Background: an optimization exercise with open tools, aiming at small area, a short achievable clock period and few clock cycles per item. Do not read the settings as production practice.
At most, simulation tests tie the RTL to the original design; equivalence was not proved.
Function not checked in run 6: the RTL went through the layout flow alone.
In every run shown here, the design's own scripts or RTL, not TritonCTS, make the clock network.
No driver is modelled on the clock port, so clock power and skew are understated where the tree is cut down; a real chip needs a root buffer or a tree.
Power and IR drop assume default switching activity.

$ cat flow/run.sh
#!/bin/bash
# The standard layout, with plain buf_1 cells as the port buffers and a
# hand-built two-level clock tree (flow/clock_tree.tcl) in place of TritonCTS.
set -uo pipefail
export BUFFER_PORTS_ARGS="-buffer_cell sky130_fd_sc_hd__buf_1"
export PRE_CTS_TCL="$PWD/flow/clock_tree.tcl"
bash standard.sh > standard_flow.log 2>&1
$ cat flow/clock_tree.tcl
# Sourced by ORFS's cts.tcl (PRE_CTS_TCL) after the placed design is loaded:
# builds a two-level clock tree (clock port -> 4 clkbuf_16 -> 8 clkbuf_16 ->
# flip-flops, each last-level buffer serving the flip-flops of one region),
# and replaces TritonCTS for this run.
source [file join [file dirname [info script]] clock_tree_lib.tcl]
manual_clock_tree2 2 2 2 4 sky130_fd_sc_hd__clkbuf_16 sky130_fd_sc_hd__clkbuf_16
set_propagated_clock [all_clocks]
rename clock_tree_synthesis tritoncts_not_used
proc clock_tree_synthesis { args } {
  puts "clock_tree_synthesis skipped: the clock tree was built by flow/clock_tree.tcl"
}
$ cat flow/clock_tree_lib.tcl
# Two-level clock tree: the clock port drives n1 buffers; each drives
# buffers that each drive the flip-flops of one region.
proc mt_split { items nx ny } {
  # items: list of {obj x y}; returns nx*ny groups split by x then by y
  set sx [lsort -integer -index 1 $items]
  set n [llength $sx]
  set groups {}
  for {set i 0} {$i < $nx} {incr i} {
    set col [lrange $sx [expr {$i * $n / $nx}] [expr {($i + 1) * $n / $nx - 1}]]
    set col [lsort -integer -index 2 $col]
    set m [llength $col]
    for {set j 0} {$j < $ny} {incr j} {
      lappend groups [lrange $col [expr {$j * $m / $ny}] [expr {($j + 1) * $m / $ny - 1}]]
    }
  }
  return $groups
}
proc mt_centroid { g } {
  set sx 0; set sy 0
  foreach s $g { set sx [expr {$sx + [lindex $s 1]}]; set sy [expr {$sy + [lindex $s 2]}] }
  return [list [expr {$sx / [llength $g]}] [expr {$sy / [llength $g]}]]
}
proc mt_buffer { name master x y innet outname } {
  set block [ord::get_db_block]
  set inst [odb::dbInst_create $block $master $name]
  $inst setLocation $x $y
  $inst setPlacementStatus PLACED
  set net [odb::dbNet_create $block $outname]
  $net setSigType CLOCK
  [$inst findITerm A] connect $innet
  [$inst findITerm X] connect $net
  return [list $inst $net]
}
proc manual_clock_tree2 { n1x n1y n2x n2y cell1 cell2 } {
  set block [ord::get_db_block]
  set db [ord::get_db]
  set clkNet [$block findNet clk]
  set m1 [$db findMaster $cell1]
  set m2 [$db findMaster $cell2]
  set sinks {}
  foreach it [$clkNet getITerms] {
    set loc [[$it getInst] getLocation]
    lappend sinks [list $it [lindex $loc 0] [lindex $loc 1]]
  }
  # level 2 groups
  set l2 {}
  set k 0
  foreach g [mt_split $sinks $n2x $n2y] {
    lassign [mt_centroid $g] cx cy
    lappend l2 [list $g $cx $cy $k]
    incr k
  }
  # level 1 groups of level 2 buffers
  set k1 0
  foreach g1 [mt_split $l2 $n1x $n1y] {
    lassign [mt_centroid $g1] cx cy
    lassign [mt_buffer "clkbuf_l1_$k1" $m1 $cx $cy $clkNet "clknet_l1_$k1"] i1 n1
    foreach e $g1 {
      lassign $e g x y k2
      lassign [mt_buffer "clkbuf_l2_$k2" $m2 $x $y $n1 "clknet_l2_$k2"] i2 n2
      foreach s $g {
        set it [lindex $s 0]
        $it disconnect
        $it connect $n2
      }
    }
    incr k1
  }
}
$ cat standard.sh
#!/bin/bash
# synth_recipe.tcl (not shown) runs the flow's synth.tcl, then flattens the netlist and writes it again
# the make line also repeats each setting of config.mk as NAME=value (left out here)
make -C /OpenROAD-flow-scripts/flow DESIGN_CONFIG=/design/flow/config.mk WORK_HOME=/design/flow/orfs CLKGATE_MAP_FILE= SYNTH_SCRIPT=/design/flow/synth_recipe.tcl "${@:-finish}"
$ cat config.mk
export PLATFORM = sky130hd
export DESIGN_NAME = Encoder
export DESIGN_NICKNAME = Encoder
export VERILOG_FILES = /design/flow/design.v
export SDC_FILE = /design/flow/constraint.sdc
export NUM_CORES = 4
export LEC_CHECK = 0
export CAP_MARGIN = 20
export CORE_MARGIN = 2
export CORE_UTILIZATION = 40
export SETUP_SLACK_MARGIN = 2.0
export SLEW_MARGIN = 20
export SYNTH_HIERARCHICAL = 1
$ cat constraint.sdc
create_clock -name core_clock -period 3.5 [get_ports {clk}]
set_input_delay 0.7000 -clock core_clock [delete_from_list [all_inputs] [get_ports {clk}]]
set_output_delay 0.7000 -clock core_clock [all_outputs]
set_load 0.01 [all_outputs]
$ cat design.v
`timescale 1ns / 1ps
module Encoder(clk, reset, start, p_text, m_key, done, c_text);
    input clk, reset, start;
    input wire [63:0] p_text;
    input wire [79:0] m_key;
    output reg done;
    output wire [63:0] c_text;
    reg [63:0] t;
    reg [79:0] k;
    reg [4:0]  cnt;
    reg        busy;
    reg [1:0]  busy_k;
    reg [5:0]  idle_r;
    genvar i;
    wire [79:0] w = {k[66:0], k[79:67]};
    reg  [3:0] ks;
    wire [3:0] ksd;
    wire [4:0] rcx;
    generate for (i = 0; i < 5; i = i + 1) begin : rc
        C_xor2 u (.A(cnt[i]), .B(w[59+i]), .X(rcx[i]));
    end endgenerate
    wire [79:0] g = {w[79:64], rcx, w[58:4], ks};
    wire [79:0] kd;
    SBox uk (.x(kd[70:67]), .y(ksd));
    generate for (i = 0; i < 80; i = i + 1) begin : km
        wire n0, n1;
        C_nand2 u0 (.A(g[i]), .B(busy_k[i%2]), .Y(n0));
        C_nand2 u1 (.A(m_key[i]), .B(idle_r[i%2]), .Y(n1));
        C_nand2 u2 (.A(n0), .B(n1), .Y(kd[i]));
    end endgenerate
    wire [63:0] pn, y;
    generate for (i = 0; i < 64; i = i + 1) begin : yk
        C_nand2 u0 (.A(p_text[i]), .B(idle_r[2+i%2]), .Y(pn[i]));
        C_xnor2 u1 (.A(kd[i]), .B(pn[i]), .Y(y[i]));
    end endgenerate
    wire [63:0] b;
    generate for (i = 0; i < 16; i = i + 1) begin : sb
        SBoxG u (.x(t[4*i+3:4*i]), .enn(idle_r[4+i%2]), .y(b[4*i+3:4*i]));
    end endgenerate
    wire [63:0] c, d;
    generate for (i = 0; i < 4; i = i + 1) begin : sh
        assign c[16*i+15:16*i] = {b[16*i+7:16*i+4], b[16*i+3:16*i],
                                  b[16*i+15:16*i+12], b[16*i+11:16*i+8]};
    end endgenerate
    assign d[15:0]  = {c[14:0],  c[15]};
    assign d[31:16] = {c[27:16], c[31:28]};
    assign d[47:32] = {c[40:32], c[47:41]};
    assign d[63:48] = {c[54:48], c[63:55]};
    wire [63:0] tn;
    wire [15:0] e2, e1, a3, a0;
    generate for (i = 0; i < 16; i = i + 1) begin : mx
        C_xor2 x0 (.A(d[32+i]), .B(d[i]),    .X(e2[i]));
        C_xor2 x1 (.A(d[48+i]), .B(d[16+i]), .X(e1[i]));
        C_xor2 x2 (.A(d[48+i]), .B(y[48+i]), .X(a3[i]));
        C_xor2 x3 (.A(d[i]),    .B(y[i]),    .X(a0[i]));
        C_xor2 x4 (.A(a3[i]),   .B(e2[i]),   .X(tn[48+i]));
        C_xor2 x5 (.A(e2[i]),   .B(y[32+i]), .X(tn[32+i]));
        C_xor2 x6 (.A(e1[i]),   .B(y[16+i]), .X(tn[16+i]));
        C_xor2 x7 (.A(a0[i]),   .B(e1[i]),   .X(tn[i]));
    end endgenerate
    assign c_text = t;
    integer j;
    always @(posedge clk) begin
        t <= tn;
        k <= kd;
        ks <= ksd;
        cnt <= busy ? cnt + 5'd1 : 5'd0;
        for (j = 0; j < 2; j = j + 1)
            busy_k[j] <= !reset && (busy_k[j] ? cnt != 5'd24 : start);
        for (j = 0; j < 6; j = j + 1)
            idle_r[j] <= reset || (idle_r[j] ? !start : cnt == 5'd24);
        if (reset) begin
            busy <= 1'b0;
            done <= 1'b0;
        end else if (!busy) begin
            done <= 1'b0;
            busy <= start;
        end else if (cnt == 5'd24) begin
            busy <= 1'b0;
            done <= 1'b1;
        end
    end
endmodule
module SBoxN(x, yn);
    input [3:0] x;
    output [3:0] yn;
    wire n03, a03, n01, a13, e03, x12, qn, f11, f20, f31, f30;
    C_nor2   g0 (.A(x[0]), .B(x[3]), .Y(n03));
    C_nand2  g1 (.A(x[0]), .B(x[3]), .Y(a03));
    C_nor2   g2 (.A(x[0]), .B(x[1]), .Y(n01));
    C_nand2  g3 (.A(x[1]), .B(x[3]), .Y(a13));
    C_xnor2  g4 (.A(x[0]), .B(x[3]), .Y(e03));
    C_xor2   g5 (.A(x[1]), .B(x[2]), .X(x12));
    C_nand2b g6 (.A_N(x[0]), .B(x[3]), .Y(qn));
    C_xor2   g7 (.A(x[1]), .B(n03), .X(f11));
    C_xor2   g8 (.A(x[1]), .B(a03), .X(f20));
    C_xnor2  g9 (.A(x[3]), .B(n01), .Y(f31));
    C_xor2   g10 (.A(x[0]), .B(a13), .X(f30));
    C_xor2   g11 (.A(x12), .B(qn), .X(yn[0]));
    C_mux2i  g12 (.A0(e03), .A1(f11), .S(x[2]), .Y(yn[1]));
    C_mux2i  g13 (.A0(f20), .A1(e03), .S(x[2]), .Y(yn[2]));
    C_mux2i  g14 (.A0(f30), .A1(f31), .S(x[2]), .Y(yn[3]));
endmodule
module SBoxG(x, enn, y);
    input [3:0] x;
    input enn;
    output [3:0] y;
    wire [3:0] yn;
    SBoxN s (.x(x), .yn(yn));
    C_nor2 g0 (.A(yn[0]), .B(enn), .Y(y[0]));
    C_nor2 g1 (.A(yn[1]), .B(enn), .Y(y[1]));
    C_nor2 g2 (.A(yn[2]), .B(enn), .Y(y[2]));
    C_nor2 g3 (.A(yn[3]), .B(enn), .Y(y[3]));
endmodule
module SBox(x, y);
    input [3:0] x;
    output [3:0] y;
    wire [3:0] yn;
    SBoxN s (.x(x), .yn(yn));
    C_inv g0 (.A(yn[0]), .Y(y[0]));
    C_inv g1 (.A(yn[1]), .Y(y[1]));
    C_inv g2 (.A(yn[2]), .Y(y[2]));
    C_inv g3 (.A(yn[3]), .Y(y[3]));
endmodule
module C_inv(A, Y);
    input A;
    output Y;
    assign Y = (~A);
endmodule
module C_mux2i(A0, A1, S, Y);
    input A0, A1, S;
    output Y;
    assign Y = (~A0&~S) | (~A1&S);
endmodule
module C_nand2(A, B, Y);
    input A, B;
    output Y;
    assign Y = (~A) | (~B);
endmodule
module C_nand2b(A_N, B, Y);
    input A_N, B;
    output Y;
    assign Y = (A_N) | (~B);
endmodule
module C_nor2(A, B, Y);
    input A, B;
    output Y;
    assign Y = (~A&~B);
endmodule
module C_xnor2(A, B, Y);
    input A, B;
    output Y;
    assign Y = (~A&~B) | (A&B);
endmodule
module C_xor2(A, B, X);
    input A, B;
    output X;
    assign X = (A&~B) | (~A&B);
endmodule
==> flow_summary.toml, run 1 <==
[synthesis]
synth_xor_area_frac = 0.327
synth_top_area_share = 0.375
synth.distinct_cells = 18
yosysWarnings = 7
synthMuxAreaShare = 0.0625
synth.ff_latch_count = 159
synthCells = 1022
synthTopCellsByArea = "dfxtp_1 (37%), xor2_1 (23%), nand2_1 (15%), xnor2_1 (10%), mux2i_1 (6.2%)"
seq_area_frac_synth = 0.375
syn_nets = 1171
yosysTopAreaCell = "dfxtp_1"
yosys.area_share.simple = 0.219
synth_top_family_by_area = "XOR/XNOR gates"
synthAdderAreaFrac = 0.00295
synth-compound-area-share = 0.00914
synth.avg_cell_area_um2 = 8.31
syn-cell-area_um2 = 8490

[finish]
area_delta_synth_final_pct = 45.2
nFillCells = 1911
drive_gt1_frac = 0.287
fin_nets = 1492
final_cell_mix = "nand2_1 (321), xor2_1 (178), buf_1 (146)"
layout_commonest_cell = "nand2_1"
diodes = 0

[clock_network]
clk_latency_ns = 0.28
hold_buffers = 0
clk_pin_slew_ns = 0.09

[critical_path]
crit_required_ns = 3.68
cp.arrival_ns = 1.77
crit_buf_inv = 2
cp_max_fo = 7
cp_top_family = "XOR/XNOR gates"
cp_cell_sequence = "nand2_2, xor2_1, mux2i_1, nor2_2, xor2_2, buf_6, buf_6, xor2_1"
worstSetupEndpointType = "flip-flop"
critPathKind = "flip-flop to flip-flop"
critical_path.slowest_cell = "dfxtp_4"
max_stage_delay_ns = 0.44
startpoint_type = "flip-flop"

[global_route]
overflow = 0
antenna_found_initial = 0
grt_pass1_wl_um = 42700
grt_max_degree = 33
grt_pass1_vias = 7672
grtUsageTotal = 0.251

[timing]
max_freq_mhz = 626
worst_pin_slew_ns = 0.431
hold_violations = 0
setup_tns_ns = 0
rsz0062_at_grt = "true"
skew_ns = 0.00997
setup_violations = 0
period_share = 0.456
fin_crit_ns = 1.60
slew_violations = 0
fin_ws_ns = 1.90
relSlewSlack = 0.710

[floorplan]
die_h_um = 150
die_x_um = 150
die_area_um2 = 22400
num_io_pins = 212
placementRows = 53
initial_core_util = 0.405
core_um2 = 21000

[job]
drv_cap = 0

[pwr]
p_int_mw = 6.94
netSwitchingPower_mw = 5.12
leakagePower_nw = 5.64
comb_power_share = 0.596
powerDensity_nw_per_um2 = 978
clock_power_share = 0.099
peakVddDrop_mv = 0.343
seq_power_share = 0.305
swShare = 0.425

[detailed_routing]
vias = 7722
drtAntennaViolNets = 0
wl_per_cell_um = 18.7
vias_per_cell = 4.78
wl_um = 30200
drc_errors = 0
drt-pass1-iter-count = 5
drtIter0Drc = 308

[placement]
io_buffers = 211
pre_cts_ws_ns = 1.59
dp.final_hpwl_um = 20800
gp_congestion = 0.869

[status]
status = "no timing/DRC/antenna violations"

[worst_hold_path]
hp-class = "flip-flop to flip-flop"
==> cell usage after synthesis <==
library cell,number
ha_1,2
dfxtp_1,159
nor2_1,101
nor2b_1,1
nand4b_1,1
xnor2_1,98
inv_1,7
xor2_1,219
o211ai_1,6
nand2b_1,25
and4b_4,1
nand2_1,340
nand3_1,2
buf_4,1
mux2i_1,53
and2_1,2
o211a_1,1
a211oi_1,3
==> path summary, 6_finish.rpt <==
check | from | endpoint | slack [ns] | depth (start not counted)
worst min register to register | k[66] | k[79] | 0.43 | 2
worst max register to register | t[27] | t[6] | 1.90 | 8
worst max-delay path | t[27] | t[6] | 1.90 | 8
worst min-delay path | k[66] | k[79] | 0.43 | 2
==> cells by family (layout without fill, tap and decap cells) <==
logic type	count (synthesis)	in the layout
buffers and inverters	8	327
XOR/XNOR	317	317
multiplexers	53	53
AND/OR/NAND/NOR	473	473
flip-flops	159	159
AO/OA/AOI/OAI	10	10
adder cells (fa/ha/maj)	2	2
==> what timing repair did <==
action | in CTS | in global routing
cloned | 0 | 1
endpoints found under the setup margin | 132 | 121
gates resized for setup | 317 | 150
pin swaps | 31 | 98
endpoints found under the hold margin | 0 | 0
buffers inserted | 66 | 20
==> power groups by stage <==
stage	Combinational, mW	Clock [mW]	Sequential, mW
6_report	7.19	1.19	3.68
5_1_grt	7.74	1.28	3.75
4_1_cts	6.24	1.21	3.47
3_5_place_dp	4.73	0	3.40
3_3_place_gp	4.66	0	3.39
2_1_floorplan	3.35	0	3.36
==> Yosys stat by module, one instance, submodules excluded, excerpt <==
module	times used	cell area, um2	cells
C_xnor2	98	8.76	1
C_nand2	338	3.75	1
C_xor2	218	8.76	1
Encoder	1	3450	198
C_mux2i	51	10.0	1
C_nand2b	17	6.26	1
C_inv	4	3.75	1
C_nor2	98	3.75	1
==> layout make-up <==
class | count | area [um2] | share of cell area
multi-input cells | 855 | 5980 | 0.485
inverters | 7 | 26.3 | 0.00213
well taps | 275 | 344 | 0.0279
plain buffers | 12 | 300 | 0.0244
repair buffers | 308 | 2220 | 0.180
flip-flops and latches | 159 | 3450 | 0.280
==> sequential cells by signal (all words and copies together) (netlist names) <==
signal	count
done	1
busy	1
k	76
cnt	5
t	64
idle_r	6
busy_k	2
ks	4
==> worst min-delay path: stages, from the launching register on <==
cell	delay (ns)
dfxtp_1	0.31
nand2_1	0.04
nand2_1	0.05
==> metrics by stage <==
step                      power, mW  hold WS, ns  std cells  instance area [um2]  utilization
after CTS                      10.9        0.430       1595                11500        0.548
final                          12.1        0.431       1616                12300        0.588
after global placement         8.05        0.407       1517                 9700        0.463
after detailed placement       8.13        0.409       1517                 9700        0.463
after floorplan                6.71        0.403       1022                 8500            -
after global routing           12.8        0.446       1616                12300        0.588
==> routing by layer <==
layer | share of wire | vias up | global-route usage | wire length, um
met5 | 0 | - | 0 | 0
met4 | 0.036 | 0 | 0.0759 | 1070
met3 | 0.061 | 60 | 0.0329 | 1830
met2 | 0.48 | 267 | 0.434 | 14500
met1 | 0.42 | 3613 | 0.326 | 12800
li1 | - | 3782 | - | -
Testbench counts, summed over its fixed seeds: cycles 13,312, items 512.
==> inputs of run 2 (changes only) <==
--- a/config.mk
+++ b/config.mk
@@ -8,6 +8,6 @@
 export CAP_MARGIN = 20
 export CORE_MARGIN = 2
 export CORE_UTILIZATION = 40
-export SETUP_SLACK_MARGIN = 2.0
+export SETUP_SLACK_MARGIN = 1.95
 export SLEW_MARGIN = 20
 export SYNTH_HIERARCHICAL = 1
==> flow_summary.toml, run 2 <==
[placement]
place_area_um2 = 9680
pre_cts_ws_ns = 1.60
place_inst = 1515
dp.final_hpwl_um = 19900
gp_congestion = 0.892
io_buffers = 211

[timing]
max_freq_mhz = 643
rsz0062_at_grt = "true"
worst_pin_slew_ns = 0.379
relSlewSlack = 0.742
period_share = 0.444
fin_crit_ns = 1.55
hold_violations = 0
setup_violations = 0
skew_ns = 0.00927
slew_violations = 0
setup_tns_ns = 0
fin_ws_ns = 1.95

[floorplan]
initial_core_util = 0.405
num_io_pins = 212
placementRows = 53
die_area_um2 = 22400
core_um2 = 21000
die_x_um = 150
die_h_um = 150

[critical_path]
cp_top_family = "flip-flops"
startpoint_type = "flip-flop"
cp_cell_sequence = "buf_2"
critPathKind = "flip-flop to primary output"
crit_required_ns = 2.80
cp_max_fo = 7
max_stage_delay_ns = 0.41
critical_path.slowest_cell = "dfxtp_4"
crit_buf_inv = 1
cp.arrival_ns = 0.85
worstSetupEndpointType = "primary output"

[global_route]
overflow = 0
gr-usage-met2 = 0.388
grt_use_met1 = 0.323
grt_max_degree = 35
grt_pass1_vias = 7034
use_met3 = 0.0277
grtUsageTotal = 0.233
grt_busiest_layer = "met2"
antenna_found_initial = 0
grt_pass1_wl_um = 39600

[pwr]
power_mw = 10.6
leakagePower_nw = 5.19
powerDensity_nw_per_um2 = 939
peakVddDrop_mv = 0.328

[worst_hold_path]
hp-class = "flip-flop to flip-flop"

[detailed_routing]
wl_per_cell_um = 17.8
vias = 7384
drt-pass1-iter-count = 4
drc_errors = 0
drtAntennaViolNets = 0
drtIter0Drc = 411
wl_um = 27900
vias_per_cell = 4.71

[synthesis]
synthCells = 1022
synth_top_area_share = 0.375
seq_area_frac_synth = 0.375
synth.ff_latch_count = 159
async_reset_ff_frac = 0
syn-cell-area_um2 = 8490
syn_nets = 1171
yosys-top-cells-count = "nand2_1 (340), xor2_1 (219), dfxtp_1 (159)"
synth_edf_count = 0
yosysWarnings = 7
synth.avg_cell_area_um2 = 8.31
synth_ff_type = "dfxtp_1"
yosysTopAreaCell = "dfxtp_1"
synthTopCellsByArea = "dfxtp_1 (37%), xor2_1 (23%), nand2_1 (15%), xnor2_1 (10%), mux2i_1 (6.2%)"
yosysMostFrequentCell = "nand2_1"
synth.distinct_cells = 18

[finish]
largest_reg_flops = 76
drive_gt1_frac = 0.211
diodes = 0
reg.largest.list = "k x76, t x64, idle_r x6"
fin_nets = 1443
area_delta_synth_final_pct = 33.1
stdcell_area_um2 = 11300
max_flop_register = "k"
layout_commonest_cell = "nand2_1"
fin_cells = 1567
final_cell_mix = "nand2_1 (336), xor2_1 (188), buf_1 (147)"

[clock_network]
hold_buffers = 0
clk_latency_ns = 0.29
clk_pin_slew_ns = 0.09

[job]
drv_cap = 0

[status]
status = "no timing/DRC/antenna violations"
## run 2: what timing repair did
item | in CTS | in global routing
hold endpoints to repair | 0 | 0
pin swaps | 12 | 35
buffers inserted | 10 | 30
endpoints found under the setup margin | 132 | 111
resized for setup | 204 | 129
## run 2: final timing paths
check              from         end  slack (ns)  depth (start not counted)
hold / removal    k[62]       k[75]        0.43                          2
setup / recovery  t[27]  c_text[27]        1.95                          1
hold reg to reg   k[62]       k[75]        0.43                          2
setup reg to reg  t[52]       t[21]        1.96                          5
## run 2: routing by layer
layer | up-vias | routed length (um)
met2 | 251 | 12900
li1 | 3678 | -
met3 | 37 | 1860
met1 | 3418 | 12400
met4 | 0 | 777
met5 | - | 0
## run 2: kinds of logic (layout without fill, tap and decap cells)
kind of cell,Yosys count,after routing,synth area share
mux,53,53,0.0625
fa+ha+maj,2,2,0.00295
xor+xnor,317,317,0.327
buf+inv,8,278,0.00398
flops,159,159,0.375
simple gates,473,473,0.219
compound gates,10,10,0.00914
## run 2: final cells by class
cell class	count	area (um2)
plain buffers	12	300
fillers	1985	9660
inverters	7	26.3
multi-input cells	855	5690
repair buffers	259	1490
flip-flops and latches	159	3440
well taps	275	344
## run 2: worst reg2reg max path: stages (launching register included)
cell and delay, ns:
dfxtp_4 0.38, nand2b_1 0.15, xor2_1 0.17, nor2_2 0.22, xor2_2 0.31, xor2_1 0.22
## run 2: per-module statistics from Yosys, one instance, submodules excluded, excerpt
| module | copies in the design | flops+latches | cells | area (um2) |
|---|---|---|---|---|
| C_xor2 | 218 | 0 | 1 | 8.76 |
| C_nand2b | 17 | 0 | 1 | 6.26 |
| Encoder | 1 | 159 | 198 | 3450 |
| C_xnor2 | 98 | 0 | 1 | 8.76 |
| C_nand2 | 338 | 0 | 1 | 3.75 |
| C_mux2i | 51 | 0 | 1 | 10.0 |
## run 2: metrics by stage
stage / hold slack, ns / util
CTS: 0.430 / 0.503
detailed placement: 0.409 / 0.462
floorplan: 0.403 / -
finish: 0.428 / 0.539
global placement: 0.408 / 0.462
global route: 0.457 / 0.539
## run 2: report_power, final
group | switching [mW] | internal, mW | leakage [nW] | total, mW
registers | 0.975 | 2.65 | 1.36 | 3.63
logic | 3.04 | 2.75 | 3.68 | 5.79
clock network | 0.575 | 0.614 | 0.148 | 1.19
total | 4.59 | 6.02 | 5.19 | 10.6
==> inputs of run 3 (changes only) <==
--- a/config.mk
+++ b/config.mk
@@ -8,6 +8,6 @@
 export CAP_MARGIN = 20
 export CORE_MARGIN = 2
 export CORE_UTILIZATION = 40
-export SETUP_SLACK_MARGIN = 1.95
+export SETUP_SLACK_MARGIN = 1.9
 export SLEW_MARGIN = 20
 export SYNTH_HIERARCHICAL = 1
==> flow_summary.toml, run 3 <==
[status]
status = "no timing/DRC/antenna violations"

[finish]
largest_reg_flops = 76
drive_gt1_frac = 0.156
fin_nets = 1412
final_cell_mix = "nand2_1 (338), xor2_1 (192), buf_1 (181)"
max_flop_register = "k"
multi_input_area_um2 = 5600
reg.largest.list = "k x76, t x64, idle_r x6"
final_core_util = 0.509
seq_area_um2 = 3360
area_delta_synth_final_pct = 25.6
nFillCells = 2075
diodes = 0
layout_commonest_cell = "nand2_1"

[synthesis]
seq_area_frac_synth = 0.375
syn_nets = 1171
yosys-top-cells-count = "nand2_1 (340), xor2_1 (219), dfxtp_1 (159)"
synthTopCellsByArea = "dfxtp_1 (37%), xor2_1 (23%), nand2_1 (15%), xnor2_1 (10%), mux2i_1 (6.2%)"
synth_ff_type = "dfxtp_1"
syn-cell-area_um2 = 8490
synth.avg_cell_area_um2 = 8.31
yosysWarnings = 7
synthCells = 1022
synth.ff_latch_count = 159
yosysMostFrequentCell = "nand2_1"
synth_top_area_share = 0.375
yosysTopAreaCell = "dfxtp_1"
synth_edf_count = 0
synth.distinct_cells = 18
async_reset_ff_frac = 0

[critical_path]
crit_start = "t[14]"
crit_required_ns = 2.80
r2r_start = "t[7]"
crit_end = "c_text[14]"
max_stage_delay_ns = 0.42
rr_worst_depth = 6
startpoint_type = "flip-flop"
cp_top_family = "flip-flops"
r2r-end = "t[62]"
worst-path-stages = 1
critical_path.slowest_cell = "dfxtp_2"
crit_buf_inv = 1
cp.arrival_ns = 0.88
cp_cell_sequence = "buf_2"
cp_max_fo = 5
critPathKind = "flip-flop to primary output"
worstSetupEndpointType = "primary output"
regToRegSetupSlack_ns = 1.95

[placement]
dp.final_hpwl_um = 19900
io_buffers = 211
gp_congestion = 0.892

[detailed_routing]
vias_per_cell = 4.67
vias = 7169
wl_per_cell_um = 17.4
drtAntennaViolNets = 0
drc_errors = 0
drt-pass1-iter-count = 5
drtIter0Drc = 346
wl_um = 26800

[worst_hold_path]
hp-class = "flip-flop to flip-flop"

[timing]
setup_tns_ns = 0
slew_violations = 0
max_freq_mhz = 632
setup_violations = 0
relSlewSlack = 0.737
skew_ns = 0.0102
fin_crit_ns = 1.58
period_share = 0.452
hold_violations = 0
worst_pin_slew_ns = 0.394
rsz0062_at_grt = "true"

[global_route]
antenna_found_initial = 0
grt_pass1_vias = 6916
grtUsageTotal = 0.225
grt_max_degree = 43
grt_pass1_wl_um = 38500
overflow = 0

[clock_network]
clk_latency_ns = 0.28
clk_pin_slew_ns = 0.08

[job]
drv_cap = 0

[floorplan]
die_area_um2 = 22400
die_x_um = 150
num_io_pins = 212
core_um2 = 21000
die_h_um = 150
placementRows = 53
initial_core_util = 0.405

[pwr]
power_mw = 9.98
peakVddDrop_mv = 0.297
powerDensity_nw_per_um2 = 935
leakagePower_nw = 4.85
## run 3: cell counts after synthesis
Identical to the previous run, type by type.
## run 3: layout make-up
cell class / instances / area share
multi-input combinational: 855 / 0.525
sequential: 159 / 0.315
timing repair buffer: 228 / 0.0966
tap: 275 / 0.0323
inverter: 7 / 0.00246
buffer: 12 / 0.0282
## run 3: stage by stage
step,hold WS [ns],setup WS [ns],std cells,cell area (um2)
finish,0.424,1.92,1536,10700
global route,0.457,1.85,1536,10700
CTS,0.430,1.90,1530,10300
detailed placement,0.409,1.60,1515,9680
global placement,0.408,1.64,1515,9680
floorplan,0.403,1.98,1022,8490
## run 3: worst min-delay path: stages (launching register included)
cell	delay (ns)
dfxtp_1	0.31
nand2_1	0.04
nand2_1	0.05
## run 3: cells by family after synthesis
kind of cell	Yosys count	synth area share
AOI/OAI and AO/OA	10	0.00914
xor gates and xnor gates	317	0.327
adders and majority gates	2	0.00295
buffers and inverters	8	0.00398
DFF	159	0.375
muxes	53	0.0625
and+or+nand+nor	473	0.219
## run 3: where the power goes
part,switching (mW),internal [mW]
clock network,0.567,0.613
logic,2.92,2.35
registers,0.950,2.57
total,4.44,5.54
## run 3: per-module statistics from Yosys, one instance, submodules excluded, a selection
module	flip-flops and latches	cell area, um2	times used	cells
C_xnor2	0	8.76	98	1
C_nor2	0	3.75	98	1
C_mux2i	0	10.0	51	1
C_inv	0	3.75	4	1
C_xor2	0	8.76	218	1
C_nand2b	0	6.26	17	1
Encoder	159	3450	1	198
C_nand2	0	3.75	338	1
## run 3: layer usage
metal  track usage  vias up  part of all wire
met5             0        -                 0
met4        0.0557        0             0.024
met1         0.309     3310              0.46
met3        0.0360       34             0.062
li1              -     3621                 -
met2         0.372      204              0.46
## run 3: repair_timing
item / 4_1_cts / 5_1_grt
hold buffers: 0 / 0
endpoints found under the setup margin: 132 / 86
resized for setup: 121 / 88
cloned: 0 / 0
buffers inserted: 3 / 6
pin swaps: 4 / 27
## run 3: how the worst min path moves through the flow
stage	start	end	slack, ns	cells after the start
global placement	k[61]	k[74]	0.41	2
detailed placement	k[63]	k[76]	0.41	2
finish	k[62]	k[75]	0.42	2
floorplan	k[51]	k[64]	0.40	2
global route	k[60]	k[73]	0.46	2
CTS	k[63]	k[76]	0.43	2
==> inputs of run 4 (changes only) <==
--- a/config.mk
+++ b/config.mk
@@ -7,7 +7,7 @@
 export LEC_CHECK = 0
 export CAP_MARGIN = 20
 export CORE_MARGIN = 2
-export CORE_UTILIZATION = 40
+export CORE_UTILIZATION = 33
 export SETUP_SLACK_MARGIN = 1.9
 export SLEW_MARGIN = 20
 export SYNTH_HIERARCHICAL = 1
==> flow_summary.toml, run 4 <==
[timing]
skew_ns = 0.00849
setup_tns_ns = 0
period_share = 0.459
slew_violations = 0
max_freq_mhz = 622
relSlewSlack = 0.745
setup_violations = 0
rsz0062_at_grt = "true"
fin_crit_ns = 1.61
worst_pin_slew_ns = 0.381
hold_violations = 0

[global_route]
grt_max_degree = 35
grt_pass1_vias = 7109
overflow = 0
use_met3 = 0.0201
grt_use_met1 = 0.279
grtUsageTotal = 0.202
grt_pass1_wl_um = 41100
gr-usage-met2 = 0.344
grt_busiest_layer = "met2"
antenna_found_initial = 0

[pwr]
peakVddDrop_mv = 0.473
clock_power_share = 0.117
seq_power_share = 0.348
netSwitchingPower_mw = 4.61
swShare = 0.447
leakagePower_nw = 4.99
powerDensity_nw_per_um2 = 937
p_int_mw = 5.71
comb_power_share = 0.535

[clock_network]
hold_buffers = 0
clk_latency_ns = 0.28
clk_pin_slew_ns = 0.09

[job]
drv_cap = 0

[synthesis]
yosysWarnings = 7
yosys-top-cells-count = "nand2_1 (340), xor2_1 (219), dfxtp_1 (159)"
synth_top_area_share = 0.375
syn-cell-area_um2 = 8490
syn_nets = 1171
synth.avg_cell_area_um2 = 8.31
synth_edf_count = 0
yosysMostFrequentCell = "nand2_1"
synth.distinct_cells = 18
synth.ff_latch_count = 159
yosysTopAreaCell = "dfxtp_1"
synthTopCellsByArea = "dfxtp_1 (37%), xor2_1 (23%), nand2_1 (15%), xnor2_1 (10%), mux2i_1 (6.2%)"
synthCells = 1022
synth_ff_type = "dfxtp_1"
async_reset_ff_frac = 0
seq_area_frac_synth = 0.375

[finish]
reg.largest.list = "k x76, t x64, idle_r x6"
seq_area_um2 = 3390
largest_reg_flops = 76
final_cell_mix = "nand2_1 (340), xor2_1 (190), buf_1 (175)"
max_flop_register = "k"
layout_commonest_cell = "nand2_1"
nFillCells = 2594
area_delta_synth_final_pct = 29.7
diodes = 0
fin_cells = 1611
drive_gt1_frac = 0.174
multi_input_area_um2 = 5650
fin_nets = 1432

[status]
status = "no timing/DRC/antenna violations"

[detailed_routing]
wl_um = 29000
drtIter0Drc = 475
drc_errors = 0
wl_per_cell_um = 18.0
drtAntennaViolNets = 0
drt-pass1-iter-count = 5
vias_per_cell = 4.54
vias = 7318

[critical_path]
rr_worst_depth = 6
startpoint_type = "flip-flop"
regToRegSetupSlack_ns = 1.95
cp_cell_sequence = "buf_1"
cp_top_family = "flip-flops"
critPathKind = "flip-flop to primary output"
worstSetupEndpointType = "primary output"
crit_buf_inv = 1
cp_max_fo = 5
crit_required_ns = 2.80
cp.arrival_ns = 0.91
critical_path.slowest_cell = "dfxtp_2"
r2r_start = "t[26]"
max_stage_delay_ns = 0.45
r2r-end = "t[4]"

[floorplan]
die_x_um = 164
placementRows = 58
num_io_pins = 212
die_area_um2 = 27000
core_um2 = 25300
die_h_um = 164
initial_core_util = 0.336

[worst_hold_path]
hp-class = "flip-flop to flip-flop"
whs_endpoint = "k[65]"
whs_path_depth = 2
hold_start = "k[52]"

[placement]
io_buffers = 211
gp_congestion = 0.850
dp.final_hpwl_um = 21400
place_inst = 1573
==> run 4: tightest hold or removal path, cell delays in order, from the launching register on <==
cell and delay, ns:
dfxtp_1 0.31, nand2_1 0.05, nand2_1 0.05
==> run 4: cell type report <==
type                       count  share of cell area
buffer                        12              0.0273
inverter                       7             0.00239
multi-input combinational    855               0.513
sequential                   159               0.308
tap                          330              0.0375
timing repair buffer         248               0.112
==> run 4: what timing repair did <==
item | in CTS | in global routing
endpoints found under the setup margin | 132 | 91
resized for setup | 153 | 79
pin swaps | 13 | 21
buffers inserted | 12 | 14
==> run 4: metal layers <==
metal | vias up | wire [um]
met5 | - | 0
met4 | 0 | 680
met3 | 38 | 1660
met2 | 232 | 13500
met1 | 3392 | 13200
li1 | 3656 | -
==> run 4: per-module statistics from Yosys (local to each module, per instance), excerpt <==
module | flops+latches | cells inside
C_inv | 0 | 1
C_xnor2 | 0 | 1
Encoder | 159 | 198
C_nand2 | 0 | 1
C_nand2b | 0 | 1
C_nor2 | 0 | 1
C_mux2i | 0 | 1
C_xor2 | 0 | 1
==> run 4: cell families (layout without fill, tap and decap cells) <==
kind of cell	count (synthesis)	after routing	synth area share
multiplexers	53	53	0.0625
XOR/XNOR	317	317	0.327
adder cells (fa/ha/maj)	2	2	0.00295
buffers and inverters	8	267	0.00398
flip-flops	159	159	0.375
AO/OA/AOI/OAI	10	10	0.00914
AND/OR/NAND/NOR	473	473	0.219
==> run 4: how the worst max path moves through the flow <==
| stage | from | endpoint | slack [ns] | cells past startpoint |
|---|---|---|---|---|
| 2_1_floorplan | idle_r[2] | t[0] | 1.98 | 4 |
| 5_1_grt | t[14] | c_text[14] | 1.86 | 1 |
| 3_5_place_dp | idle_r[4] | t[4] | 1.34 | 4 |
| 4_1_cts | t[60] | c_text[60] | 1.90 | 1 |
| 3_3_place_gp | idle_r[4] | t[4] | 1.29 | 4 |
| 6_report | t[14] | c_text[14] | 1.89 | 1 |
==> run 4: power by group through the flow <==
stage	clock [mW]	combinational (mW)	sequential (mW)
global route	1.30	6.02	3.69
global placement	0	4.70	3.38
detailed placement	0	4.80	3.40
CTS	1.23	5.25	3.46
finish	1.21	5.52	3.59
floorplan	0	3.35	3.36
==> run 4: stage by stage <==
step | area (um2) | utilization | hold slack [ns] | power, mW | setup WS [ns]
finish | 11000 | 0.436 | 0.434 | 10.3 | 1.89
floorplan | 8490 | - | 0.403 | 6.71 | 1.98
global placement | 9790 | 0.388 | 0.408 | 8.08 | 1.29
global route | 11000 | 0.436 | 0.448 | 11.0 | 1.86
CTS | 10600 | 0.419 | 0.435 | 9.93 | 1.90
detailed placement | 9790 | 0.388 | 0.414 | 8.19 | 1.34
==> inputs of run 5 (changes only) <==
--- a/config.mk
+++ b/config.mk
@@ -7,7 +7,7 @@
 export LEC_CHECK = 0
 export CAP_MARGIN = 20
 export CORE_MARGIN = 2
-export CORE_UTILIZATION = 33
+export CORE_UTILIZATION = 50
 export SETUP_SLACK_MARGIN = 1.9
 export SLEW_MARGIN = 20
 export SYNTH_HIERARCHICAL = 1
==> flow_summary.toml, run 5 <==
[timing]
period_share = 0.459
whs_ns = 0.432
setup_violations = 0
rsz0062_at_grt = "true"
relSlewSlack = 0.728
skew_ns = 0.0162
slew_violations = 0
max_freq_mhz = 623
setup_tns_ns = 0
worst_pin_slew_ns = 0.405
fin_crit_ns = 1.61
hold_violations = 0

[finish]
largest_reg_flops = 76
final_cell_mix = "nand2_1 (339), xor2_1 (197), buf_1 (174)"
fin_nets = 1413
max_flop_register = "k"
drive_gt1_frac = 0.151
layout_commonest_cell = "nand2_1"
area_delta_synth_final_pct = 24.1
seq_area_um2 = 3350
multi_input_area_um2 = 5540
nFillCells = 1563
reg.largest.list = "k x76, t x64, idle_r x6"
diodes = 0
final_core_util = 0.635
stdcell_area_um2 = 10500

[critical_path]
max_stage_delay_ns = 0.44
cp_cell_sequence = "buf_2"
cp.arrival_ns = 0.91
crit_required_ns = 2.80
critPathKind = "flip-flop to primary output"
startpoint_type = "flip-flop"
worstSetupEndpointType = "primary output"
critical_path.slowest_cell = "dfxtp_2"
cp_max_fo = 7
cp_top_family = "flip-flops"
crit_buf_inv = 1

[placement]
dp.final_hpwl_um = 18500
place_area_um2 = 9630
gp_congestion = 0.854
io_buffers = 211

[synthesis]
yosys.area_share.simple = 0.219
yosysMostFrequentCell = "nand2_1"
synthAdderAreaFrac = 0.00295
synth_top_family_by_area = "XOR/XNOR gates"
async_reset_ff_frac = 0
syn-cell-area_um2 = 8490
synth.avg_cell_area_um2 = 8.31
synth.distinct_cells = 18
synthTopCellsByArea = "dfxtp_1 (37%), xor2_1 (23%), nand2_1 (15%), xnor2_1 (10%), mux2i_1 (6.2%)"
synthMuxAreaShare = 0.0625
synth_edf_count = 0
synth_top_area_share = 0.375
yosys-top-cells-count = "nand2_1 (340), xor2_1 (219), dfxtp_1 (159)"
seq_area_frac_synth = 0.375
yosysWarnings = 7
synth.ff_latch_count = 159
synth_ff_type = "dfxtp_1"
syn_nets = 1171
synth_xor_area_frac = 0.327
yosysTopAreaCell = "dfxtp_1"
synthCells = 1022
synth-compound-area-share = 0.00914

[global_route]
antenna_found_initial = 0
grt_pass1_vias = 6847
overflow = 0
grt_pass1_wl_um = 37100
grt_max_degree = 43
grtUsageTotal = 0.265

[detailed_routing]
drtAntennaViolNets = 0
drtIter0Drc = 363
vias = 7185
vias_per_cell = 4.85
wl_um = 25600
wl_per_cell_um = 17.3
drt-pass1-iter-count = 5
drc_errors = 0

[floorplan]
core_um2 = 16600
placementRows = 47
die_area_um2 = 18000
die_x_um = 134
die_h_um = 134
initial_core_util = 0.512
num_io_pins = 212

[pwr]
peakVddDrop_mv = 0.362
leakagePower_nw = 4.88
power_mw = 9.87
powerDensity_nw_per_um2 = 937

[clock_network]
hold_buffers = 0
clk_latency_ns = 0.29
clk_pin_slew_ns = 0.09

[worst_hold_path]
hp-class = "flip-flop to flip-flop"

[status]
status = "no timing/DRC/antenna violations"

[job]
drv_cap = 0
==> run 5: cell counts after synthesis <==
Identical to the previous run, type by type.
==> run 5: cells by family after synthesis <==
family	Yosys count
and+or+nand+nor	473
xor gates and xnor gates	317
DFF	159
muxes	53
AOI/OAI and AO/OA	10
buffers and inverters	8
adders and majority gates	2
==> run 5: report_power, final <==
group          leakage [nW]  switching [mW]  total [mW]  internal, mW
clock network         0.148           0.577        1.19         0.613
logic                  3.38            2.82        5.16          2.34
registers              1.35           0.954        3.52          2.57
total                  4.88            4.35        9.87          5.52
==> run 5: per-module statistics from Yosys, one instance, submodules excluded, excerpt <==
module	area [um2]	cells
C_nand2	3.75	1
C_xor2	8.76	1
C_mux2i	10.0	1
C_nand2b	6.26	1
C_inv	3.75	1
C_xnor2	8.76	1
C_nor2	3.75	1
==> run 5: area by class of cell <==
class / instances / area share
buffer: 12 / 0.0285
inverter: 7 / 0.00249
multi-input combinational: 855 / 0.526
sequential: 159 / 0.318
tap: 220 / 0.0261
timing repair buffer: 229 / 0.0986
==> run 5: metal layers <==
| layer | up-vias | track usage | part of all wire |
|---|---|---|---|
| met5 | - | 0 | 0 |
| met4 | 0 | 0.0474 | 0.021 |
| met3 | 32 | 0.0185 | 0.046 |
| met2 | 201 | 0.458 | 0.47 |
| met1 | 3324 | 0.369 | 0.46 |
| li1 | 3628 | - | - |
==> run 5: final timing paths <==
| check | end | cells past startpoint | from | slack [ns] |
|---|---|---|---|---|
| worst max register to register | t[0] | 6 | t[61] | 1.95 |
| worst max-delay path | c_text[24] | 1 | t[24] | 1.89 |
| worst min register to register | k[79] | 2 | k[66] | 0.43 |
| worst min-delay path | k[79] | 2 | k[66] | 0.43 |
==> run 5: timing repair <==
action	CTS	global route
cloned	0	0
setup buffers	2	6
pin swaps	5	15
endpoints found under the setup margin	131	97
gates resized for setup	111	88
==> run 5: stage by stage <==
step | setup WS [ns] | std cells
floorplan | 1.98 | 1022
global placement | 1.56 | 1462
detailed placement | 1.54 | 1462
CTS | 1.90 | 1476
global route | 1.87 | 1482
finish | 1.89 | 1482
==> inputs of run 6 (changes only) <==
--- a/design.v
+++ b/design.v
@@ -89,7 +89,7 @@
     C_nand2  g1 (.A(x[0]), .B(x[3]), .Y(a03));
     C_nor2   g2 (.A(x[0]), .B(x[1]), .Y(n01));
     C_nand2  g3 (.A(x[1]), .B(x[3]), .Y(a13));
-    C_xnor2  g4 (.A(x[0]), .B(x[3]), .Y(e03));
+    C_nand2b g4 (.A_N(n03), .B(a03), .Y(e03));    
     C_xor2   g5 (.A(x[1]), .B(x[2]), .X(x12));
     C_nand2b g6 (.A_N(x[0]), .B(x[3]), .Y(qn));
     C_xor2   g7 (.A(x[1]), .B(n03), .X(f11));
--- a/config.mk
+++ b/config.mk
@@ -7,7 +7,7 @@
 export LEC_CHECK = 0
 export CAP_MARGIN = 20
 export CORE_MARGIN = 2
-export CORE_UTILIZATION = 50
+export CORE_UTILIZATION = 40
 export SETUP_SLACK_MARGIN = 1.9
 export SLEW_MARGIN = 20
 export SYNTH_HIERARCHICAL = 1
==> flow_summary.toml, run 6 <==
[synthesis]
synth_ff_type = "dfxtp_1"
synth.distinct_cells = 18
syn-cell-area_um2 = 8450
synthCells = 1022
seq_area_frac_synth = 0.377
yosysWarnings = 7
yosys-top-cells-count = "nand2_1 (340), xor2_1 (219), dfxtp_1 (159)"
synth.ff_latch_count = 159
yosysTopAreaCell = "dfxtp_1"
syn_nets = 1171
synth_top_area_share = 0.377
synth.avg_cell_area_um2 = 8.27
synth_edf_count = 0
async_reset_ff_frac = 0
synthTopCellsByArea = "dfxtp_1 (38%), xor2_1 (23%), nand2_1 (15%), xnor2_1 (8.4%), mux2i_1 (6.3%)"
yosysMostFrequentCell = "nand2_1"

[global_route]
grt_max_degree = 43
grtUsageTotal = 0.236
overflow = 0
antenna_found_initial = 0
grt_pass1_vias = 7118
grt_pass1_wl_um = 40200

[critical_path]
startpoint_type = "flip-flop"
crit_required_ns = 2.80
cp_top_family = "flip-flops"
max_stage_delay_ns = 0.43
cp.arrival_ns = 0.89
critical_path.slowest_cell = "dfxtp_2"
crit_buf_inv = 1
cp_max_fo = 5
cp_cell_sequence = "buf_2"
worstSetupEndpointType = "primary output"
critPathKind = "flip-flop to primary output"

[clock_network]
hold_buffers = 0
clk_pin_slew_ns = 0.08
clk_latency_ns = 0.28

[placement]
io_buffers = 211
gp_congestion = 0.893
place_area_um2 = 9630
dp.final_hpwl_um = 20100
pre_cts_ws_ns = 1.56
place_inst = 1514

[detailed_routing]
drtAntennaViolNets = 0
drtIter0Drc = 479
vias_per_cell = 4.74
wl_um = 27200
wl_per_cell_um = 17.6
drc_errors = 0
vias = 7332
drt-pass1-iter-count = 5

[finish]
final_core_util = 0.513
reg.largest.list = "k x76, t x64, idle_r x6"
max_flop_register = "k"
drive_gt1_frac = 0.162
largest_reg_flops = 76
final_cell_mix = "nand2_1 (338), xor2_1 (193), buf_1 (179)"
fin_cells = 1546
area_delta_synth_final_pct = 26.9
stdcell_area_um2 = 10700
fin_nets = 1421
layout_commonest_cell = "nand2_1"

[timing]
fin_ws_ns = 1.91
whs_ns = 0.434
rsz0062_at_grt = "true"
worst_pin_slew_ns = 0.389
slew_violations = 0
period_share = 0.454
setup_tns_ns = 0
fin_crit_ns = 1.59
max_freq_mhz = 629
setup_violations = 0
skew_ns = 0.0134
relSlewSlack = 0.741
hold_violations = 0

[floorplan]
num_io_pins = 212
core_um2 = 20900
placementRows = 53
die_x_um = 149
die_area_um2 = 22300
die_h_um = 149
initial_core_util = 0.404

[pwr]
seq_power_share = 0.352
swShare = 0.442
netSwitchingPower_mw = 4.35
leakagePower_nw = 4.97
p_int_mw = 5.49
power_mw = 9.84
comb_power_share = 0.527
clock_power_share = 0.121
powerDensity_nw_per_um2 = 918
peakVddDrop_mv = 0.287

[status]
status = "no timing/DRC/antenna violations"

[worst_hold_path]
hp-class = "flip-flop to flip-flop"

[job]
drv_cap = 0
## run 6: final timing paths
check	startpoint	end	slack, ns	cells after the start
hold / removal	k[65]	k[78]	0.43	2
hold reg to reg	k[65]	k[78]	0.43	2
setup / recovery	t[10]	c_text[10]	1.91	1
setup reg to reg	t[30]	t[8]	1.95	6
## run 6: tightest hold or removal path: cells and delay by family (launching register included)
kind	cells	cell delay [ns]
flip-flops	1	0.31
AND/OR/NAND/NOR	2	0.10
## run 6: what timing repair did
item,CTS,global route
endpoints found under the setup margin,131,84
pin swaps,6,20
resized for setup,135,79
setup buffers,6,13
## run 6: cell type report
class	instances	area, um2
antenna	1	2.50
buffer	12	300
fill	2092	10200
inverter	7	26.3
multi-input combinational	855	5570
sequential	159	3350
tap	275	344
timing repair buffer	237	1130
## run 6: kinds of logic (layout without fill, tap and decap cells)
kind of cell               Yosys count  after routing  synth area share
and+or+nand+nor                    490            490             0.233
xor gates and xnor gates           300            300             0.311
DFF                                159            159             0.377
muxes                               53             53            0.0628
AOI/OAI and AO/OA                   10             10           0.00918
buffers and inverters                8            256           0.00400
adders and majority gates            2              2           0.00296
other                                0              1                 0
## run 6: layer usage
layer | vias to the layer above | share of wire | wire length [um] | track usage
met1 | 3413 | 0.45 | 12300 | 0.330
met4 | 0 | 0.021 | 576 | 0.0486
met2 | 238 | 0.47 | 12600 | 0.391
met5 | - | 0 | 0 | 0
li1 | 3647 | - | - | -
met3 | 34 | 0.061 | 1670 | 0.0309
## run 6: per-module statistics from Yosys (local to each module, per instance), excerpt
module | flops+latches | cell area, um2
Encoder | 159 | 3450
C_mux2i | 0 | 10.0
C_xnor2 | 0 | 8.76
C_xor2 | 0 | 8.76
C_inv | 0 | 3.75
C_nor2 | 0 | 3.75
## run 6: power by group through the flow
stage,sequential [mW],combinational (mW),clock (mW)
6_report,3.47,5.18,1.19
4_1_cts,3.36,4.92,1.21
5_1_grt,3.55,5.68,1.27
3_5_place_dp,3.31,4.59,0
2_1_floorplan,3.28,3.22,0
3_3_place_gp,3.30,4.50,0
==> inputs of run 7 (changes only) <==
--- a/design.v
+++ b/design.v
@@ -89,7 +89,7 @@
     C_nand2  g1 (.A(x[0]), .B(x[3]), .Y(a03));
     C_nor2   g2 (.A(x[0]), .B(x[1]), .Y(n01));
     C_nand2  g3 (.A(x[1]), .B(x[3]), .Y(a13));
-    C_nand2b g4 (.A_N(n03), .B(a03), .Y(e03));    
+    C_xnor2  g4 (.A(x[0]), .B(x[3]), .Y(e03));
     C_xor2   g5 (.A(x[1]), .B(x[2]), .X(x12));
     C_nand2b g6 (.A_N(x[0]), .B(x[3]), .Y(qn));
     C_xor2   g7 (.A(x[1]), .B(n03), .X(f11));
==> flow/clock_tree.tcl (replaced) <==
# Sourced by ORFS's cts.tcl (PRE_CTS_TCL) after the placed design is loaded:
# builds a two-level clock tree (clock port -> 4 clkbuf_8 -> 8 clkbuf_16 ->
# flip-flops, each last-level buffer serving the flip-flops of one region),
# and replaces TritonCTS for this run.
source [file join [file dirname [info script]] clock_tree_lib.tcl]
manual_clock_tree2 2 2 2 4 sky130_fd_sc_hd__clkbuf_8 sky130_fd_sc_hd__clkbuf_16
set_propagated_clock [all_clocks]
rename clock_tree_synthesis tritoncts_not_used
proc clock_tree_synthesis { args } {
  puts "clock_tree_synthesis skipped: the clock tree was built by flow/clock_tree.tcl"
}
==> flow_summary.toml, run 7 <==
[critical_path]
cp_cell_sequence = "buf_2"
cp_max_fo = 6
cp.arrival_ns = 0.88
worstSetupEndpointType = "primary output"
startpoint_type = "flip-flop"
crit_start = "t[1]"
critPathKind = "flip-flop to primary output"
max_stage_delay_ns = 0.42
r2r_start = "t[52]"
cp_top_family = "flip-flops"
crit_buf_inv = 1
crit_required_ns = 2.80
critical_path.slowest_cell = "dfxtp_2"

[timing]
fin_crit_ns = 1.58
slew_violations = 0
rsz0062_at_grt = "true"
period_share = 0.452
skew_ns = 0.00747
max_freq_mhz = 632
worst_pin_slew_ns = 0.415
hold_violations = 0
setup_tns_ns = 0
setup_violations = 0
relSlewSlack = 0.724
whs_ns = 0.422

[global_route]
grt_max_degree = 43
overflow = 0
grtUsageTotal = 0.225
antenna_found_initial = 0
grt_pass1_wl_um = 38500
grt_pass1_vias = 6911

[synthesis]
syn_nets = 1171
yosysTopAreaCell = "dfxtp_1"
yosysWarnings = 7
synth.distinct_cells = 18
async_reset_ff_frac = 0
seq_area_frac_synth = 0.375
synthCells = 1022
synth_ff_type = "dfxtp_1"
yosys-top-cells-count = "nand2_1 (340), xor2_1 (219), dfxtp_1 (159)"
synthTopCellsByArea = "dfxtp_1 (37%), xor2_1 (23%), nand2_1 (15%), xnor2_1 (10%), mux2i_1 (6.2%)"
syn-cell-area_um2 = 8490
synth_edf_count = 0
synth.ff_latch_count = 159
synth.avg_cell_area_um2 = 8.31
synth_top_area_share = 0.375
yosysMostFrequentCell = "nand2_1"

[pwr]
power_mw = 9.88
peakVddDrop_mv = 0.320
powerDensity_nw_per_um2 = 929
leakagePower_nw = 4.85

[job]
drv_cap = 0

[placement]
place_area_um2 = 9680
gp_congestion = 0.892
io_buffers = 211
dp.final_hpwl_um = 19900

[finish]
stdcell_area_um2 = 10600
largest_reg_flops = 76
reg.largest.list = "k x76, t x64, idle_r x6"
fin_nets = 1413
drive_gt1_frac = 0.158
final_cell_mix = "nand2_1 (340), xor2_1 (193), buf_1 (176)"
layout_commonest_cell = "nand2_1"
diodes = 0
area_delta_synth_final_pct = 25.3
max_flop_register = "k"

[status]
status = "no timing/DRC/antenna violations"

[detailed_routing]
drc_errors = 0
vias_per_cell = 4.69
wl_um = 26700
vias = 7204
wl_per_cell_um = 17.4
drt-pass1-iter-count = 5
drtIter0Drc = 422
drtAntennaViolNets = 0

[clock_network]
hold_buffers = 0
clk_latency_ns = 0.29
clk_pin_slew_ns = 0.08

[floorplan]
num_io_pins = 212
placementRows = 53
die_area_um2 = 22400
die_h_um = 150
core_um2 = 21000
die_x_um = 150
initial_core_util = 0.405

[worst_hold_path]
hp-class = "flip-flop to flip-flop"
hold_start = "k[62]"
[run 7: cells by family after synthesis]
logic type               count (synthesis)  synth area share
AND/OR/NAND/NOR                        473             0.219
XOR/XNOR                               317             0.327
flip-flops                             159             0.375
multiplexers                            53            0.0625
AO/OA/AOI/OAI                           10           0.00914
buffers and inverters                    8           0.00398
adder cells (fa/ha/maj)                  2           0.00295
[run 7: layout make-up]
cell class | count | area, um2
inverter | 7 | 26.3
multi-input combinational | 855 | 5590
tap | 275 | 344
buffer | 12 | 255
fill | 2068 | 10300
timing repair buffer | 229 | 1040
sequential | 159 | 3380
[run 7: final timing paths]
check	endpoint	slack (ns)	cells after the start
setup / recovery	c_text[1]	1.92	1
hold / removal	k[75]	0.42	2
setup reg to reg	t[22]	1.95	6
hold reg to reg	k[75]	0.42	2
[run 7: power breakdown]
group / switching, mW / leakage, nW / internal (mW) / total [mW]
clock: 0.559 / 0.127 / 0.515 / 1.07
sequential: 0.949 / 1.35 / 2.59 / 3.54
combinational: 2.91 / 3.37 / 2.36 / 5.27
[run 7: metal layers]
| layer | vias to the layer above | part of all wire | global-route usage |
|---|---|---|---|
| li1 | 3635 | - | - |
| met1 | 3284 | 0.45 | 0.309 |
| met2 | 242 | 0.45 | 0.368 |
| met3 | 43 | 0.072 | 0.0323 |
| met4 | 0 | 0.032 | 0.0656 |
| met5 | - | 0 | 0 |
[run 7: repair_timing]
item,in CTS,in global routing
resized for setup,132,86
endpoints found under the hold margin,0,0
buffers inserted,3,7
pin swaps,4,21
setup endpoints to repair,132,91
[run 7: per-stage QoR]
| stage | setup slack, ns | cells | util |
|---|---|---|---|
| 6_report | 1.92 | 1537 | 0.508 |
| 5_1_grt | 1.86 | 1537 | 0.508 |
| 2_1_floorplan | 1.98 | 1022 | - |
| 3_5_place_dp | 1.60 | 1515 | 0.462 |
| 4_1_cts | 1.90 | 1530 | 0.489 |
| 3_3_place_gp | 1.64 | 1515 | 0.462 |
[run 7: per-module statistics from Yosys, one instance, submodules excluded, a selection]
module,area (um2),copies in the design,flops+latches
Encoder,3450,1,159
C_xor2,8.76,218,0
C_xnor2,8.76,98,0
C_inv,3.75,4,0
C_nand2,3.75,338,0
C_nor2,3.75,98,0
Testbench counts of run 7, summed over its fixed seeds: cycles 13,312, items 512.
==> inputs of run 8 (changes only) <==
--- a/config.mk
+++ b/config.mk
@@ -8,6 +8,6 @@
 export CAP_MARGIN = 20
 export CORE_MARGIN = 2
 export CORE_UTILIZATION = 40
-export SETUP_SLACK_MARGIN = 1.9
+export SETUP_SLACK_MARGIN = 1.87
 export SLEW_MARGIN = 20
 export SYNTH_HIERARCHICAL = 1
==> flow_summary.toml, run 8 <==
[synthesis]
synth.ff_latch_count = 159
yosys-top-cells-count = "nand2_1 (340), xor2_1 (219), dfxtp_1 (159)"
yosysMostFrequentCell = "nand2_1"
seq_area_frac_synth = 0.375
synth_top_area_share = 0.375
async_reset_ff_frac = 0
synth_ff_type = "dfxtp_1"
syn_nets = 1171
synthCells = 1022
synth.distinct_cells = 18
yosysWarnings = 7
synthTopCellsByArea = "dfxtp_1 (37%), xor2_1 (23%), nand2_1 (15%), xnor2_1 (10%), mux2i_1 (6.2%)"
yosysTopAreaCell = "dfxtp_1"
synth_edf_count = 0
synth.avg_cell_area_um2 = 8.31
syn-cell-area_um2 = 8490

[detailed_routing]
wl_um = 26400
wl_per_cell_um = 17.2
drc_errors = 0
wl_met1_um = 12300
vias_per_cell = 4.65
drtIter0Drc = 372
drt-pass1-iter-count = 4
met3_length_um = 1560
vias = 7140
dr_wl_met2_um = 11800
routed.top_layer = "met4"
drtAntennaViolNets = 0

[placement]
gp_congestion = 0.892
place_area_um2 = 9680
pre_cts_ws_ns = 1.60
io_buffers = 211
place_inst = 1515
dp.final_hpwl_um = 19900

[finish]
fin_nets = 1411
area_delta_synth_final_pct = 23.2
seq_area_um2 = 3300
fin_cells = 1535
nFillCells = 2100
max_flop_register = "k"
multi_input_area_um2 = 5530
stdcell_area_um2 = 10500
final_cell_mix = "nand2_1 (339), xor2_1 (197), buf_1 (192)"
diodes = 0
final_core_util = 0.499
largest_reg_flops = 76
layout_commonest_cell = "nand2_1"
reg.largest.list = "k x76, t x64, idle_r x6"
drive_gt1_frac = 0.137

[pwr]
clock_power_share = 0.111
powerDensity_nw_per_um2 = 926
comb_power_share = 0.533
leakagePower_nw = 4.78
seq_power_share = 0.357
peakVddDrop_mv = 0.318
p_int_mw = 5.32
power_mw = 9.69
swShare = 0.451
netSwitchingPower_mw = 4.37

[critical_path]
max_stage_delay_ns = 0.43
cp_max_fo = 5
cp.arrival_ns = 0.91
cp_cell_sequence = "buf_1"
r2r_start = "idle_r[4]"
worst-path-stages = 1
startpoint_type = "flip-flop"
worstSetupEndpointType = "primary output"
r2r-end = "t[17]"
regToRegSetupSlack_ns = 1.94
crit_buf_inv = 1
critical_path.slowest_cell = "dfxtp_2"
crit_required_ns = 2.80
cp_top_family = "flip-flops"
rr_worst_depth = 4
critPathKind = "flip-flop to primary output"

[timing]
whs_ns = 0.424
hold_violations = 0
slew_violations = 0
fin_crit_ns = 1.61
fin_ws_ns = 1.89
max_freq_mhz = 622
setup_tns_ns = 0
worst_pin_slew_ns = 0.492
rsz0062_at_grt = "true"
period_share = 0.459
skew_ns = 0.00732
relSlewSlack = 0.672
setup_violations = 0

[floorplan]
die_x_um = 150
die_area_um2 = 22400
core_um2 = 21000
initial_core_util = 0.405
num_io_pins = 212
die_h_um = 150
placementRows = 53

[global_route]
antenna_found_initial = 0
grt_pass1_wl_um = 38000
grt_max_degree = 43
grtUsageTotal = 0.221
overflow = 0
grt_pass1_vias = 6860

[worst_hold_path]
whs_path_depth = 2
hold_start = "k[62]"
hp-class = "flip-flop to flip-flop"
whs_endpoint = "k[75]"

[job]
drv_cap = 0

[status]
status = "no timing/DRC/antenna violations"

[clock_network]
clk_latency_ns = 0.29
clk_pin_slew_ns = 0.09
run 8: logic make-up (layout without fill, tap and decap cells):
group / after synthesis / count (layout) / share of synthesized area
compound gates: 10 / 10 / 0.00914
xor+xnor: 317 / 317 / 0.327
fa+ha+maj: 2 / 2 / 0.00295
buf+inv: 8 / 246 / 0.00398
flops: 159 / 159 / 0.375
mux: 53 / 53 / 0.0625
simple gates: 473 / 473 / 0.219
run 8: cell type report:
cell class | instances | area share
multi-input combinational | 855 | 0.529
sequential | 159 | 0.316
inverter | 7 | 0.00251
timing repair buffer | 227 | 0.0961
buffer | 12 | 0.0244
tap | 275 | 0.0329
run 8: repair_timing:
action | 4_1_cts | 5_1_grt
cloned | 0 | 0
hold buffers | 0 | 0
setup buffers | 3 | 5
endpoints found under the setup margin | 131 | 70
pin swaps | 4 | 12
gates resized for setup | 101 | 56
hold endpoints to repair | 0 | 0
run 8: power groups by stage:
stage	sequential [mW]	combinational, mW	clock (mW)
2_1_floorplan	3.36	3.35	0
3_3_place_gp	3.36	4.63	0
3_5_place_dp	3.38	4.72	0
4_1_cts	3.43	4.92	1.09
5_1_grt	3.56	5.68	1.16
6_report	3.46	5.16	1.07
run 8: tightest hold or removal path, delay by kind of cell (launching register included):
family	cells	cell delay, ns
DFF	1	0.31
and+or+nand+nor	2	0.09
run 8: modules after synthesis (local to each module, per instance), excerpt:
module    cell area, um2  flip-flops and latches  copies in the design
C_inv               3.75                       0                     4
C_mux2i             10.0                       0                    51
C_nand2             3.75                       0                   338
C_nand2b            6.26                       0                    17
C_nor2              3.75                       0                    98
C_xnor2             8.76                       0                    98
C_xor2              8.76                       0                   218
Encoder             3450                     159                     1
run 8: how the worst max path moves through the flow:
stage	startpoint	endpoint	slack, ns
after floorplan	idle_r[2]	t[0]	1.98
after global placement	busy_k[0]	t[62]	1.64
after detailed placement	busy_k[0]	ks[2]	1.60
after CTS	idle_r[3]	t[55]	1.87
after global routing	t[23]	t[17]	1.85
final	t[18]	c_text[18]	1.89
run 8: layer usage:
metal  GRT usage  vias up
li1            -     3629
met1       0.311     3264
met2       0.358      210
met3      0.0290       37
met4      0.0599        0
met5           0        -
==> inputs of run 9 (changes only) <==
--- a/config.mk
+++ b/config.mk
@@ -8,6 +8,6 @@
 export CAP_MARGIN = 20
 export CORE_MARGIN = 2
 export CORE_UTILIZATION = 40
-export SETUP_SLACK_MARGIN = 1.87
+export SETUP_SLACK_MARGIN = 1.93
 export SLEW_MARGIN = 20
 export SYNTH_HIERARCHICAL = 1
==> flow_summary.toml, run 9 <==
[status]
status = "no timing/DRC/antenna violations"

[finish]
fin_nets = 1432
fin_cells = 1556
largest_reg_flops = 76
diodes = 0
final_cell_mix = "nand2_1 (338), xor2_1 (190), buf_1 (152)"
max_flop_register = "k"
reg.largest.list = "k x76, t x64, idle_r x6"
area_delta_synth_final_pct = 29.7
layout_commonest_cell = "nand2_1"
stdcell_area_um2 = 11000
drive_gt1_frac = 0.198

[timing]
setup_tns_ns = 0
setup_violations = 0
slew_violations = 0
skew_ns = 0.00776
fin_ws_ns = 1.92
rsz0062_at_grt = "true"
period_share = 0.450
hold_violations = 0
max_freq_mhz = 634
fin_crit_ns = 1.58
relSlewSlack = 0.674
worst_pin_slew_ns = 0.489

[pwr]
peakVddDrop_mv = 0.338
powerDensity_nw_per_um2 = 927
power_mw = 10.2
leakagePower_nw = 5.06

[floorplan]
die_x_um = 150
initial_core_util = 0.405
die_h_um = 150
die_area_um2 = 22400
placementRows = 53
core_um2 = 21000
num_io_pins = 212

[detailed_routing]
drtIter0Drc = 445
drt-pass1-iter-count = 4
vias = 7337
drc_errors = 0
drtAntennaViolNets = 0
wl_um = 27500
wl_per_cell_um = 17.7
vias_per_cell = 4.72

[critical_path]
worstSetupEndpointType = "flip-flop"
critPathKind = "flip-flop to flip-flop"
cp.arrival_ns = 1.79
cp_max_fo = 7
startpoint_type = "flip-flop"
crit_required_ns = 3.72
regToRegSetupSlack_ns = 1.92

[placement]
io_buffers = 211
gp_congestion = 0.892
place_inst = 1515
pre_cts_ws_ns = 1.60
place_area_um2 = 9680
dp.final_hpwl_um = 19900

[global_route]
grt_pass1_wl_um = 39000
grtUsageTotal = 0.229
overflow = 0
grt_max_degree = 41
grt_pass1_vias = 6966
antenna_found_initial = 0

[synthesis]
syn_nets = 1171
synth_top_area_share = 0.375
synth.ff_latch_count = 159
synth.distinct_cells = 18
synthCells = 1022
synth_edf_count = 0
synth_ff_type = "dfxtp_1"
seq_area_frac_synth = 0.375
yosysWarnings = 7
async_reset_ff_frac = 0
syn-cell-area_um2 = 8490
yosys-top-cells-count = "nand2_1 (340), xor2_1 (219), dfxtp_1 (159)"
yosysTopAreaCell = "dfxtp_1"
yosysMostFrequentCell = "nand2_1"
synthTopCellsByArea = "dfxtp_1 (37%), xor2_1 (23%), nand2_1 (15%), xnor2_1 (10%), mux2i_1 (6.2%)"
synth.avg_cell_area_um2 = 8.31

[clock_network]
clk_pin_slew_ns = 0.09
clk_latency_ns = 0.29

[worst_hold_path]
hp-class = "flip-flop to flip-flop"

[job]
drv_cap = 0
[run 9: cell counts after synthesis]
Identical to the previous run, type by type.
[run 9: per-stage QoR]
step           utilization  hold slack, ns
6_report             0.526           0.426
5_1_grt              0.526           0.457
4_1_cts              0.495           0.432
3_5_place_dp         0.462           0.409
3_3_place_gp         0.462           0.408
2_1_floorplan            -           0.403
[run 9: Yosys stat by module, one instance, submodules excluded, a selection]
module,cell area (um2),cells inside
C_nor2,3.75,1
C_inv,3.75,1
Encoder,3450,198
C_xnor2,8.76,1
C_mux2i,10.0,1
C_nand2b,6.26,1
C_nand2,3.75,1
C_xor2,8.76,1
[run 9: layout make-up]
| class | count | area (um2) |
|---|---|---|
| flip-flops and latches | 159 | 3440 |
| well taps | 275 | 344 |
| inverters | 7 | 26.3 |
| plain buffers | 12 | 255 |
| multi-input cells | 855 | 5650 |
| repair buffers | 248 | 1300 |
| fillers | 2026 | 9940 |
[run 9: logic make-up after synthesis]
| kind of cell | after synthesis | share of synthesized area |
|---|---|---|
| AND/OR/NAND/NOR | 473 | 0.219 |
| adder cells (fa/ha/maj) | 2 | 0.00295 |
| XOR/XNOR | 317 | 0.327 |
| flip-flops | 159 | 0.375 |
| multiplexers | 53 | 0.0625 |
| AO/OA/AOI/OAI | 10 | 0.00914 |
| buffers and inverters | 8 | 0.00398 |
[run 9: worst max-delay path: stages, from the launching register on]
cell and delay [ns]:
dfxtp_4 0.38, nor2_1 0.13, xor2_1 0.16, mux2i_1 0.10, nor2_2 0.23, buf_4 0.18, xor2_1 0.16, xor2_1 0.15
[run 9: repair_timing]
action / in CTS / in global routing
resized for setup: 162 / 134
setup endpoints to repair: 132 / 112
pin swaps: 10 / 32
setup buffers: 8 / 21
hold buffers: 0 / 0
[run 9: path summary, 6_finish.rpt]
check | startpoint | end | cells after the start
setup / recovery | t[11] | t[2] | 7
hold / removal | k[62] | k[75] | 2
setup reg to reg | t[11] | t[2] | 7
hold reg to reg | k[62] | k[75] | 2
[run 9: power breakdown]
group | switching (mW) | internal, mW | total [mW]
logic | 2.96 | 2.55 | 5.52
registers | 0.969 | 2.65 | 3.62
clock network | 0.561 | 0.515 | 1.08
total | 4.49 | 5.72 | 10.2
[run 9: per-layer routing]
layer	global-route usage	up-vias	routed length (um)
met4	0.0632	0	775
met1	0.319	3394	12300
met2	0.375	239	12600
met5	0	-	0
met3	0.0262	38	1810
li1	-	3666	-

## re-timing with driven ports
The flow's constraints put no driver on any port. The routed layouts listed below were extracted and timed again, unchanged, in two steps.
Step 1 assumes that a clkbuf_16 drives the clock port and a buf_2 every other input.
Step 2, shift: input delay + t, output delay - t, t = (earliest + latest rising clock arrival at the registers) / 2. This alone moves slack from input paths to output paths.
Slacks: ideal ports / drivers / drivers and shift; pairs: ideal ports / drivers.
run	shift t [ns]	setup slack, ns
run 1	0.379	1.903 / 1.811 / 1.700
run 2	0.376	1.946 / 1.851 / 1.850
run 3	0.372	1.918 / 1.824 / 1.810
run 4	0.374	1.892 / 1.798 / 1.813
run 5	0.369	1.895 / 1.803 / 1.778
run 6	0.372	1.910 / 1.816 / 1.818
run 7	0.365	1.918 / 1.838 / 1.801
run 8	0.366	1.892 / 1.812 / 1.830
run 9	0.368	1.924 / 1.846 / 1.833
After both steps every run listed still meets setup and hold.
